Background: an optimization exercise with open tools, aiming at small area, a short achievable clock period and few clock cycles. Do not read the settings as production practice. Only simulation tests tie the RTL to the original design; equivalence was not proved.

Setup of alpha:
==> module MAU_Adder_Norm, before the edit <==
module MAU_Adder_Norm (output logic [17:0] c_mantissa,
				output logic [4:0] c_exponent, sh,
				input logic [17:0] sum,
				input logic [4:0] large_e,
				input logic ovf);
	logic [17:0] limit;
	assign limit = sum | (18'h20000 >> large_e);
	IM_LZC18 lzc0 (
		.lz(sh),
		.number(limit)
	);
	always_comb
	begin
		c_mantissa = sum << sh;
		c_exponent = large_e - sh + {4'd0, ovf};
	end
endmodule
==> module MAU, before the edit <==
module MAU (output logic busy,
			output logic [15:0] dbs_output, dbi_output,
			input logic [15:0] data_bus_supr, data_bus_infr,
			input logic [15:0] matRAM,
			input logic start, mode, clk, reset, add_mode);
	logic [3:0] step;
	logic [15:0] hold_s, hold_i, mat;
	logic [17:0] p_m, q_m, r_m, mult_m, norm_m;
	logic [4:0] p_e, q_e, r_e, mult_e, norm_e, norm_sh;
	logic p_s, q_s, r_s, mult_s;
	logic q_large, next_q_large;
	logic [4:0] diff, next_diff;
	logic [17:0] x_sum, align_sum;
	logic [4:0] x_e, align_e, align_e_inc;
	logic x_ovf, x_s, align_ovf, align_s;
	logic [6:0] x_d, x_nd, x_d_ovf, d, nd;
	logic d_pos;
	MAU_Multiplier m_mult0 (
		.c_mantissa(mult_m),
		.c_exponent(mult_e),
		.c_sign(mult_s),
		.a(hold_s),
		.b(mat)
	);
	MAU_Adder_Align m_align0 (
		.sum(align_sum),
		.large_e(align_e),
		.ovf(align_ovf),
		.sign(align_s),
		.q_mantissa(q_m),
		.p_mantissa(p_m),
		.q_exponent(q_e),
		.p_exponent(p_e),
		.q_sign(q_s),
		.p_sign(p_s),
		.q_large(q_large),
		.diff(diff)
	);
	MAU_Adder_Norm m_norm0 (
		.c_mantissa(norm_m),
		.c_exponent(norm_e),
		.sh(norm_sh),
		.sum(x_sum),
		.large_e(x_e),
		.ovf(x_ovf)
	);
	FP_Output_Pipe out0 (
		.FP16(dbs_output),
		.mantissa(r_m),
		.exponent(r_e),
		.sign(r_s)
	);
	FP_Output_Pipe out1 (
		.FP16(dbi_output),
		.mantissa(q_m),
		.exponent(q_e),
		.sign(q_s)
	);
	assign align_e_inc = align_e + 5'd1;
	always_comb
	begin
		d = x_ovf ? x_d_ovf : (x_d + {2'd0, norm_sh});
		nd = x_ovf ? -x_d_ovf : (x_nd - {2'd0, norm_sh});
		d_pos = ~d[6] && (d != 7'd0);
		if (step == 4'd8)
		begin
			next_q_large = ~d_pos;
			next_diff = d_pos ? d[4:0] : nd[4:0];
		end
		else
		begin
			next_q_large = p_e > mult_e;
			next_diff = (p_e > mult_e) ? (p_e - mult_e) : (mult_e - p_e);
		end
	end
	assign busy = (step != 4'd0);
	always_ff @ (posedge clk, posedge reset)
	begin
		if (reset)
			step <= 4'd0;
		else if (step == 4'd0)
		begin
			if (start) step <= 4'd1;
		end
		else if ((step == 4'd8 && mode) || step == 4'd10)
			step <= 4'd0;
		else
			step <= step + 4'd1;
	end
	always_ff @ (posedge clk)
	begin
		mat <= matRAM;
		if (step == 4'd1 || (step == 4'd4 && ~(mode && ~add_mode)))
		begin
			hold_s <= data_bus_supr;
			hold_i <= data_bus_infr;
		end
		else if (step == 4'd2 || step == 4'd4 || step == 4'd5)
		begin
			hold_s <= hold_i;
			hold_i <= hold_s;
		end
		if (step == 4'd8)
			{p_m, p_e, p_s} <= {r_m, r_e, r_s};
		else
			{p_m, p_e, p_s} <= {mult_m, mult_e, mult_s};
		if (step == 4'd8)
			{q_m, q_e, q_s} <= {norm_m, norm_e, x_s};
		else if (step == 4'd3 || step == 4'd6)
			{q_m, q_e, q_s} <= {p_m, p_e, p_s};
		q_large <= next_q_large;
		diff <= next_diff;
		{x_sum, x_e, x_ovf, x_s} <= {align_sum, align_e, align_ovf, align_s};
		x_d <= {2'd0, r_e} - {2'd0, align_e};
		x_nd <= {2'd0, align_e} - {2'd0, r_e};
		x_d_ovf <= {2'd0, r_e} - {2'd0, align_e_inc};
		if (step == 4'd5 || step == 4'd10)
			{r_m, r_e, r_s} <= {norm_m, norm_e, x_s};
	end
endmodule
clock: 10.0 ns
lec_check: 0
cap_margin: 20
core_margin: 2
core_utilization: 40
slew_margin: 20
run.sh (not shown) runs the stock make flow with config.mk's settings and CLKGATE_MAP_FILE= SYNTH_SCRIPT=/design/flow/synth_recipe.tcl, a recipe that flattens the netlist after the stock synthesis.
alpha ended with every stage complete and zero timing, DRC or antenna violations.
Testbench counts of alpha, summed over its fixed seeds: cycles 32,000.
The following lists how beta was set up differently from alpha:
--- a/flow/design.v
+++ b/flow/design.v
@@ -103,9 +103,10 @@
 endmodule
 module MAU_Adder_Norm (output logic [17:0] c_mantissa,
-				output logic [4:0] c_exponent, sh,
+				output logic [4:0] c_exponent,
 				input logic [17:0] sum,
 				input logic [4:0] large_e,
 				input logic ovf);
 	logic [17:0] limit;
+	logic [4:0] sh;
 	assign limit = sum | (18'h20000 >> large_e);
 	IM_LZC18 lzc0 (
@@ -126,14 +127,13 @@
 	logic [3:0] step;
 	logic [15:0] hold_s, hold_i, mat;
-	logic [17:0] p_m, q_m, r_m, mult_m, norm_m;
-	logic [4:0] p_e, q_e, r_e, mult_e, norm_e, norm_sh;
-	logic p_s, q_s, r_s, mult_s;
+	logic [17:0] p_m, q_m, sum1_m, mult_m, norm_m;
+	logic [4:0] p_e, q_e, sum1_e, mult_e, norm_e;
+	logic p_s, q_s, sum1_s, mult_s;
 	logic q_large, next_q_large;
 	logic [4:0] diff, next_diff;
 	logic [17:0] x_sum, align_sum;
-	logic [4:0] x_e, align_e, align_e_inc;
+	logic [4:0] x_e, align_e;
 	logic x_ovf, x_s, align_ovf, align_s;
-	logic [6:0] x_d, x_nd, x_d_ovf, d, nd;
-	logic d_pos;
+	logic [15:0] rounded;
 	MAU_Multiplier m_mult0 (
 		.c_mantissa(mult_m),
@@ -160,5 +160,4 @@
 		.c_mantissa(norm_m),
 		.c_exponent(norm_e),
-		.sh(norm_sh),
 		.sum(x_sum),
 		.large_e(x_e),
@@ -166,25 +165,15 @@
 	);
 	FP_Output_Pipe out0 (
-		.FP16(dbs_output),
-		.mantissa(r_m),
-		.exponent(r_e),
-		.sign(r_s)
-	);
-	FP_Output_Pipe out1 (
-		.FP16(dbi_output),
-		.mantissa(q_m),
-		.exponent(q_e),
-		.sign(q_s)
-	);
-	assign align_e_inc = align_e + 5'd1;
-	always_comb
-	begin
-		d = x_ovf ? x_d_ovf : (x_d + {2'd0, norm_sh});
-		nd = x_ovf ? -x_d_ovf : (x_nd - {2'd0, norm_sh});
-		d_pos = ~d[6] && (d != 7'd0);
-		if (step == 4'd8)
-		begin
-			next_q_large = ~d_pos;
-			next_diff = d_pos ? d[4:0] : nd[4:0];
+		.FP16(rounded),
+		.mantissa(norm_m),
+		.exponent(norm_e),
+		.sign(x_s)
+	);
+	always_comb
+	begin
+		if (step == 4'd8)
+		begin
+			next_q_large = ~(sum1_e > norm_e);
+			next_diff = (sum1_e > norm_e) ? (sum1_e - norm_e) : (norm_e - sum1_e);
 		end
 		else
@@ -222,19 +211,20 @@
 		end
 		if (step == 4'd8)
-			{p_m, p_e, p_s} <= {r_m, r_e, r_s};
+			{p_m, p_e, p_s} <= {sum1_m, sum1_e, sum1_s};
 		else
 			{p_m, p_e, p_s} <= {mult_m, mult_e, mult_s};
 		if (step == 4'd8)
 			{q_m, q_e, q_s} <= {norm_m, norm_e, x_s};
-		else if (step == 4'd3 || step == 4'd6)
+		else
 			{q_m, q_e, q_s} <= {p_m, p_e, p_s};
 		q_large <= next_q_large;
 		diff <= next_diff;
 		{x_sum, x_e, x_ovf, x_s} <= {align_sum, align_e, align_ovf, align_s};
-		x_d <= {2'd0, r_e} - {2'd0, align_e};
-		x_nd <= {2'd0, align_e} - {2'd0, r_e};
-		x_d_ovf <= {2'd0, r_e} - {2'd0, align_e_inc};
+		if (step == 4'd5)
+			{sum1_m, sum1_e, sum1_s} <= {norm_m, norm_e, x_s};
 		if (step == 4'd5 || step == 4'd10)
-			{r_m, r_e, r_s} <= {norm_m, norm_e, x_s};
-	end
-endmodule
+			dbs_output <= rounded;
+		if (step == 4'd8)
+			dbi_output <= rounded;
+	end
+endmodule
## What came out
Comparing alpha and beta, worst hold slack is higher on beta.
In beta relative to alpha, met1 routed wirelength after detailed routing had gone down by a few percent.
Summary of the comparison: number of nets in the layout is lower in beta, relative to alpha.
Re detailed-routed wire length on met3: beta is 33% down on alpha.
beta ended up with x_e[3] as its beginning of the critical path; alpha ended up with mat[11].
Comparing beta against alpha, there is no change at all in total count of hold-check failures in the final report.
Looking at non-clock inverter instance count of the final layout across alpha and beta, the one that comes out higher is alpha.
Testbench counts of beta, summed over its fixed seeds: cycles 32,000.

## separate check: timing with driven ports
The results above use ideal ports. As a check the final layouts listed here were re-extracted and re-timed, cells and wires unchanged. Step 1: set_driving_cell puts a clkbuf_16 on clk and a buf_2 on each other input, an assumption about the parent block. Step 2 also shifts input and output timing later by t, the mid clock arrival at the registers, as if the neighbouring blocks saw the same clock. Slacks: ideal ports / drivers / drivers and shift; pairs: ideal ports / drivers.
run	t, ns	setup slack, ns	latest minus earliest clock arrival (ns)	worst data-port slew with drivers (ns)
alpha	0.516	3.871 / 3.871 / 3.871	0.025 / 0.025	0.05
beta	0.508	3.708 / 3.708 / 3.708	0.025 / 0.024	0.05
After both steps every run listed still meets setup and hold.
